Source: an optimization exercise on an open RTL-to-GDS flow (aim: small area). Production flows keep margins and buffers that such runs may drop.
The RTL was checked by simulation tests, not by an equivalence proof against the original design.
Power is estimated from default activity; no workload was simulated.

## flow/design.v

```verilog
`timescale 1ns / 1ps
module day_time(Out, clk_1s, clk_5ms, up, down, clk, control, change, reset);
input  clk;
input up, down, change, reset;
output reg [5:0]control;
output reg[6:0]Out;
output reg clk_1s;
output reg clk_5ms;
reg [27:0] counter;
reg [6:0] counter1;
reg [7:0]sec;  
reg [7:0]min;
reg [7:0]hour;
reg [7:0]day;  
reg [7:0]month;
reg [3:0]c_sec;  
reg [3:0]dv_sec;
reg [3:0]c_min;
reg [3:0]dv_min;
reg [3:0]c_hour;
reg [3:0]dv_hour;
reg [3:0]c_day;  
reg [3:0]dv_day;
reg [3:0]c_month;  
reg [3:0]dv_month;
reg [2:0]count;   
wire tick_1s  = (counter == 28'd500) && !clk_1s;
wire tick_5ms = (counter1 == 7'd100) && !clk_5ms;
always @(posedge clk)  
begin
	if (reset) begin
		counter <= 28'b0;
		clk_1s <= 1'b0;
	end else begin
		counter <= counter + 1;
		if (counter == 28'd500)  
			begin
				counter <= 28'b0;
				clk_1s <= ~clk_1s;
			end
	end
end
always @(posedge clk)  
begin
	if (reset) begin
		counter1 <= 7'b0;
		clk_5ms <= 1'b0;
	end else begin
		counter1 <= counter1 + 1;
		if (counter1 == 7'd100)  
			begin
				counter1 <= 7'b0;
				clk_5ms <= ~clk_5ms;
			end
	end
end
function [3:0]mod_10;  
	input [5:0]number;
	begin
		mod_10 = (number >= 50) ? 5:((number>=40)?4:((number>=30)?3:((number>=20)?2:((number>=10)?1:0))));
	end
endfunction
function [6:0]number_led7seg; 
	input [3:0]num;
	begin
		number_led7seg = (num == 4'd0) ? 7'b1000000:((num == 4'd1)?7'b1111001:((num == 4'd2)?7'b0100100:((num==4'd3)?7'b0110000:((num==4'd4)?7'b0011001:((num == 4'd5)?7'b0010010:((num == 4'd6)?7'b0000010:((num == 4'd7)?7'b1111000:((num == 4'd8)?7'b0000000:7'b0010000))))))));
	end
endfunction
reg [7:0] n_sec, n_min, n_hour, n_day, n_month;
reg [3:0] n_c_sec, n_dv_sec, n_c_min, n_dv_min, n_c_hour, n_dv_hour;
reg [3:0] n_c_day, n_dv_day, n_c_month, n_dv_month;
always @(*)
begin
	n_sec = sec; n_min = min; n_hour = hour; n_day = day; n_month = month;
	n_sec = n_sec + 1; 
	if (down && !change)  
		begin
			n_hour = n_hour + 1;
			if(n_hour == 24)
				n_hour = 0;	
		end
	if (up && !change)  
		begin
			n_min = n_min +1;
			if(n_min == 60)
				n_min = 0;	
		end
	if (down && change)  
		begin
			n_day = n_day + 1;
			if(n_day == 30)
				n_day = 0;	
		end
	if (up && change)  
		begin
			n_month = n_month +1;
			if(n_month > 12)
				n_month = 0;	
		end
	if(n_sec == 60)
		begin
			 n_sec = 0;   
			 n_min = n_min + 1;
			 if(n_min == 60)
				begin
					 n_min = 0;   
					 n_hour = n_hour + 1;
				end
				if(n_hour == 24)
				begin
					n_hour = 0;
					n_day = n_day + 1;
				end	
		end	
	if(n_month == 1 || n_month == 3 || n_month == 5 || n_month == 7|| n_month == 8||n_month == 10||n_month == 12)begin
		if(n_day == 31)   
			begin
			 n_day = 0;   
			 n_month = n_month + 1;
			 if(n_month == 12)
				begin
					 n_month = 0;   
				end
			end
	end
	else if (n_month == 4 || n_month == 6 || n_month == 9 || n_month == 11)begin
		if(n_day == 30)   
			begin
			 n_day = 0;   
			 n_month = n_month + 1;
			 if(n_month == 12)
				begin
					 n_month = 0;   
				end
			end
	end
	else begin
		if(n_day == 28)  
			begin
			 n_day = 0;   
			 n_month = n_month + 1;
			 if(n_month == 12)
				begin
					 n_month = 0;   
				end
			end
	end
	n_c_sec = mod_10(n_sec[5:0]); 
	n_dv_sec = n_sec - n_c_sec*10;	
	n_c_min = mod_10(n_min[5:0]); 
	n_dv_min = n_min - n_c_min*10;
	n_c_hour = mod_10(n_hour[5:0]); 
	n_dv_hour = n_hour - n_c_hour*10;
	n_c_day = mod_10(n_day[5:0]);   
	n_dv_day = n_day - n_c_day*10;
	n_c_month = mod_10(n_month[5:0]); 
	n_dv_month = n_month - n_c_month*10;
end
always @(posedge clk)
begin
	if (reset) begin
		sec <= 0; min <= 0; hour <= 0; day <= 0; month <= 0;
		c_sec <= 0; dv_sec <= 0; c_min <= 0; dv_min <= 0;
		c_hour <= 0; dv_hour <= 0; c_day <= 0; dv_day <= 0;
		c_month <= 0; dv_month <= 0;
	end else if (tick_1s) begin
		sec <= n_sec; min <= n_min; hour <= n_hour; day <= n_day; month <= n_month;
		c_sec <= n_c_sec; dv_sec <= n_dv_sec; c_min <= n_c_min; dv_min <= n_dv_min;
		c_hour <= n_c_hour; dv_hour <= n_dv_hour; c_day <= n_c_day; dv_day <= n_dv_day;
		c_month <= n_c_month; dv_month <= n_dv_month;
	end
end
always @ (posedge clk)
begin
	if (reset) begin
		Out <= 7'b1111111;
		control <= 6'b000000;
		count <= 3'b000;
	end else if (tick_5ms) begin
	if (!change)begin    
		if(count == 3'b101)
			begin
				case (c_hour)
					4'd0: Out <= 7'b1000000;
					4'd1: Out <= 7'b1111001;
					4'd2: Out <= 7'b0100100;
					default: ;
				endcase
				control <= 6'b000001;
			end
		else if (count == 3'b100)
			begin
				Out <= number_led7seg(dv_hour);	
				control <= 6'b000010;
			end
		else if (count == 3'b011)
			begin
				Out <= number_led7seg(c_min);	
				control <= 6'b000100;
			end
		else if (count == 3'b010)
			begin
				Out <= number_led7seg(dv_min);		
				control <= 6'b001000;
			end
		else if (count == 3'b001)
			begin
				Out <= number_led7seg(c_sec);	
				control <= 6'b010000;
			end
		else if (count == 3'b000)
			begin
				Out <= number_led7seg(dv_sec);	
				control <= 6'b100000;
			end
	end 
	else if (change)
	begin    
		if(count == 3'b101)
			begin
				case (c_day)
					4'd0: Out <= 7'b1000000;
					4'd1: Out <= 7'b1111001;
					4'd2: Out <= 7'b0100100;
					4'd3: Out <= 7'b0110000;
					default: ;
				endcase
				control <= 6'b000001;
			end
		else if (count == 3'b100)
			begin
				Out <= number_led7seg(dv_day);	
				control <= 6'b000010;
			end
		else if (count == 3'b011)
			begin
				Out <= number_led7seg(c_month);	
				control <= 6'b000100;
			end
		else if (count == 3'b010)
			begin
				Out <= number_led7seg(dv_month);		
				control <= 6'b001000;
			end
		else if (count == 3'b001)
			begin
				Out <= 7'b0100100;	  
				control <= 6'b010000;
			end
		else if (count == 3'b000)
			begin
				Out <= 7'b0100100;	  
				control <= 6'b100000;
			end
	end 
	if(count == 3'b101)
		count <= 3'b000;
	else
		count <= count + 3'b001;
	end
end
endmodule
```

## flow/run.sh

```bash
#!/bin/bash
# synth_recipe.tcl (not shown) runs the flow's synth.tcl, then flattens the netlist and writes it again
# the make line also repeats each setting of config.mk as NAME=value (left out here)
make -C /OpenROAD-flow-scripts/flow DESIGN_CONFIG=/design/flow/config.mk WORK_HOME=/design/flow/orfs CLKGATE_MAP_FILE= SYNTH_SCRIPT=/design/flow/synth_recipe.tcl finish
```

## flow/config.mk

```make
export PLATFORM = sky130hd
export DESIGN_NAME = day_time
export DESIGN_NICKNAME = day_time
export VERILOG_FILES = /design/flow/design.v
export SDC_FILE = /design/flow/constraint.sdc
export NUM_CORES = 4
export LEC_CHECK = 0
export CAP_MARGIN = 20
export CORE_MARGIN = 2
export CORE_UTILIZATION = 40
export SLEW_MARGIN = 20
```

## flow/constraint.sdc

```tcl
create_clock -name core_clock -period 15.0 [get_ports {clk}]
set_input_delay 3.0000 -clock core_clock [delete_from_list [all_inputs] [get_ports {clk}]]
set_output_delay 3.0000 -clock core_clock [all_outputs]
set_load 0.01 [all_outputs]
```

==> results by group <==
Critical path
  – Crit Path Max Fanout: 28
  – Worst Reg2Reg Path Length in Cells: 25
  – Worst path required time: 15.32 ns
  – Crit. End Element: flop
  – Reg2reg start: dv_min[0]
  – Setup CP Type: in2reg
  – CP cell instances: clkdlybuf4s50_1, buf_4, nor2b_1, mux2i_1, nor2_1, ha_1, nand3_1, o2bb2ai_1, o211a_1, nand2_1, o31ai_4, and2_2, a21oi_2, nor4_4, nand2_2, o22a_2, a32oi_1, nor3b_1, nor2_1, ha_1, fa_1, xor2_1, o31ai_1, or3b_1
  – Capturing point of the worst reg2reg path: dv_month[3]
  – CP Buf/Inv Count: 2
  – Setup crit start kind: primary input
  – Crit path max-delay cell type: nor2b_1
  – Critical path arrival: 9.66 ns
  – R2r setup slk: 7.95 ns
  – Slowest Stage Delay on Critical Path: 0.63 ns
  – Delay-heaviest family, CP: simple AND/OR/NAND/NOR gates

Min path
  – WHS Endpoint: counter1[0]
  – Min-delay src: counter1[0]
  – HP Class: reg2reg
  – Worst hold path cell count: 1

Clock network
  – Setup Buffers After CTS: 0
  – CTS Buf Count: 17
  – H-Tree Depth: 4
  – CTS tree: yes
  – Root Buffer: clkbuf_16
  – Clock latency on the worst-skew pair: 0.44 ns
  – Hold_buf cts: 0
  – Clock Sinks: 123
  – Clock-pin slew on the worst setup and hold paths: 0.07 ns
  – Post-CTS Resized: 0
  – Worst-case clock buffer depth: 2

Layout
  – Sequential cell area: around 2500 um2
  – Multi-input logic area: ~6500 um2
  – Most frequent cells in the layout: nor2_1 (168), nand2_1 (135), dfxtp_1 (123)
  – # fillers: roughly 2400
  – Area Growth Syn to Fin: 9.64%
  – Layout cells sized above 1: around 6.2%
  – Most common cell after layout, fill and taps aside: nor2_1
  – # diodes: 0
  – Final nets: around 1300

Detailed routing
  – Pre-antenna DRT Iters: 5
  – Number of vias per cell: 5.65
  – DR iter-0 viols: 640
  – DR WL/cell: 14.8 um
  – Drt drc: 0
  – Vias: 8940
  – Total Wirelength: between 20 and 25 mm
  – ANT nets after route: 0

STA
  – Setup TNS Final: 0 ns
  – Tmin final: 9.34 ns
  – Clock Skews: roughly 0.012 ns
  – Final hold vios: 0
  – Unrepaired setup endpoints after global routing: false
  – Final Max Tran Viols: 0
  – Fmax achieved: between 100 and 150 MHz
  – Worst hold slack: 0.462 ns
  – Setup-failing EPs final: 0
  – Rel. slew slack: 32.0%
  – Worst-Margin Slew: 1.02 ns
  – Fin crit share: 62.3%

Synth
  – Most used DFF post-synth: dfxtp_1
  – Synth Register Bits: about 120
  – Ys async rst share: 0%
  – Area of the mapped netlist: 9400 um2
  – Syn Inst Count: 1289
  – Dominant cell type by area after synthesis: dfxtp_1
  – Seq/Total Area, Yosys: a little over a quarter
  – Synthesized area per cell: 7.29 um2
  – Post-synth cell types: 95
  – Synth Warn #: 1
  – Syn_nets: 1324
  – Yosys top cell area share: 26.2%
  – Post-synth EDFFs: 0
  – Synth area leaders: dfxtp_1 (26%), nor2_1 (6.7%), nand2_1 (5.4%)

Pwr
  – Max rail drop VDD: 63.0 uV
  – P_leak: 3.58 nW
  – Pwr Density: between 70 and 80 nW/um2

Global route
  – Initial antenna violation count: 0
  – Largest net degree at the start of global routing: 70
  – First-pass GRT wire length: 39.0 mm
  – Global route overflow: 0
  – Vias in the first global route: 7984
  – Total track usage: 19.3%

Die
  – Die Width: 157 um
  – Core area: 23300 um2
  – Starting Density: between 40 and 50%
  – Site Rows: between 50 and 60
  – Die height: around 160 um
  – # IOs: 20
  – Full die area: 24700 um2

Placed design
  – Placer Congestion: 0.864
  – Post-detail-place hpwl: 16.3 mm
  – Input/output buffers: 19

Outcome
  – Run status: timing/DRC/antenna clean

Run
  – Max Cap Violations: 0
-- per-stage QoR --
stage | power, mW | instance area, um2 | utilization (%) | worst slack [ns] | cells
final | 0.777 | 10300 | 44.3 | 5.66 | 1583
after global routing | 0.801 | 10300 | 44.3 | 5.20 | 1583
after floorplan | 0.354 | 9400 | - | 7.05 | 1289
after CTS | 0.787 | 10300 | 44.3 | 5.73 | 1583
after global placement | 0.360 | 9720 | 41.8 | 5.56 | 1551
after detailed placement | 0.361 | 9720 | 41.8 | 5.37 | 1551
-- worst max path at each step --
| stage | cells after the start | startpoint | to |
|---|---|---|---|
| 6_report | 24 | change | dv_month[3] |
| 5_1_grt | 24 | change | dv_month[3] |
| 4_1_cts | 24 | change | dv_month[3] |
| 3_5_place_dp | 24 | change | dv_month[3] |
| 3_3_place_gp | 24 | change | dv_month[3] |
| 2_1_floorplan | 21 | down | dv_month[3] |
-- cells in the mapped netlist, types with 7 or more instances --
cell,count
a211oi_1,31
a21oi_1,95
a31oi_1,19
and2_1,12
and3_1,20
buf_1,9
clkbuf_1,66
dfxtp_1,123
ha_1,25
inv_1,33
mux2i_1,13
nand2_1,135
nand2b_1,36
nand3_1,70
nand4_1,16
nor2_1,168
nor3_1,45
nor4_1,18
o211ai_1,14
o21a_1,7
o21ai_0,57
o22ai_1,11
o31ai_1,8
or2_2,7
or3_1,7
xnor2_1,48
xor2_1,47
-- cells by family (layout without fill, tap and decap cells) --
logic type | count (synthesis) | in the layout | synth area share [%]
DFF | 123 | 123 | 26.2
xor gates and xnor gates | 97 | 97 | 9.20
AOI/OAI and AO/OA | 320 | 320 | 22.6
adders and majority gates | 31 | 31 | 4.50
buffers and inverters | 115 | 90 | 4.70
muxes | 20 | 20 | 2.25
and+or+nand+nor | 583 | 583 | 30.6
-- cell type report --
class	instances	area share, %
clock buffers	18	4.26
clock inverters	14	1.44
inverters	34	1.24
multi-input cells	1051	63.1
flip-flops and latches	123	23.9
well taps	319	3.87
repair buffers	24	2.16
-- state kept, by name, indices dropped and copies added, names as in the netlist, 4 cells and up --
register and cells:
Out 7, control 6, counter 28, counter1 7, day 7, dv_day 4, dv_hour 4, dv_min 4
dv_month 4, dv_sec 4, hour 7, min 7, month 7, sec 7
-- routing by layer --
layer	up-vias	wire length (um)	track usage [%]
met1	4170	11700	26.5
met5	-	0	0
met4	0	318	5.67
li1	4574	-	-
met2	173	10700	31.1
met3	23	786	3.19
-- power breakdown --
group	switching [mW]	internal [mW]
registers	0.00121	0.328
clock network	0.184	0.239
logic	0.0168	0.00721

==> port drivers added, routing unchanged <==
The flow's constraints put no driver on any port. The routed layout listed below was extracted and timed again, unchanged, in two steps.
Step 1 (the two cells are an assumption about what drives the block):
set clk [get_ports {clk}]
set_driving_cell -lib_cell sky130_fd_sc_hd__clkbuf_16 $clk
set_driving_cell -lib_cell sky130_fd_sc_hd__buf_2 [delete_from_list [all_inputs] $clk]
Step 2 also shifts input and output timing later by t, the mid clock arrival at the registers, as if the neighbouring blocks saw the same clock.
a / b / c = ideal ports / drivers / drivers and shift; a / b = the first two.
shift t [ns]: 0.481
slack for setup (ns): 5.662 / 5.688 / 5.207
worst hold slack (ns): 0.462 / 0.462 / 0.462
clock arrival spread, ns: 0.012 / 0.012
After both steps setup and hold are still met in this run. The setup slack of this run moves by +0.026 ns with the drivers and by -0.455 ns with both steps.
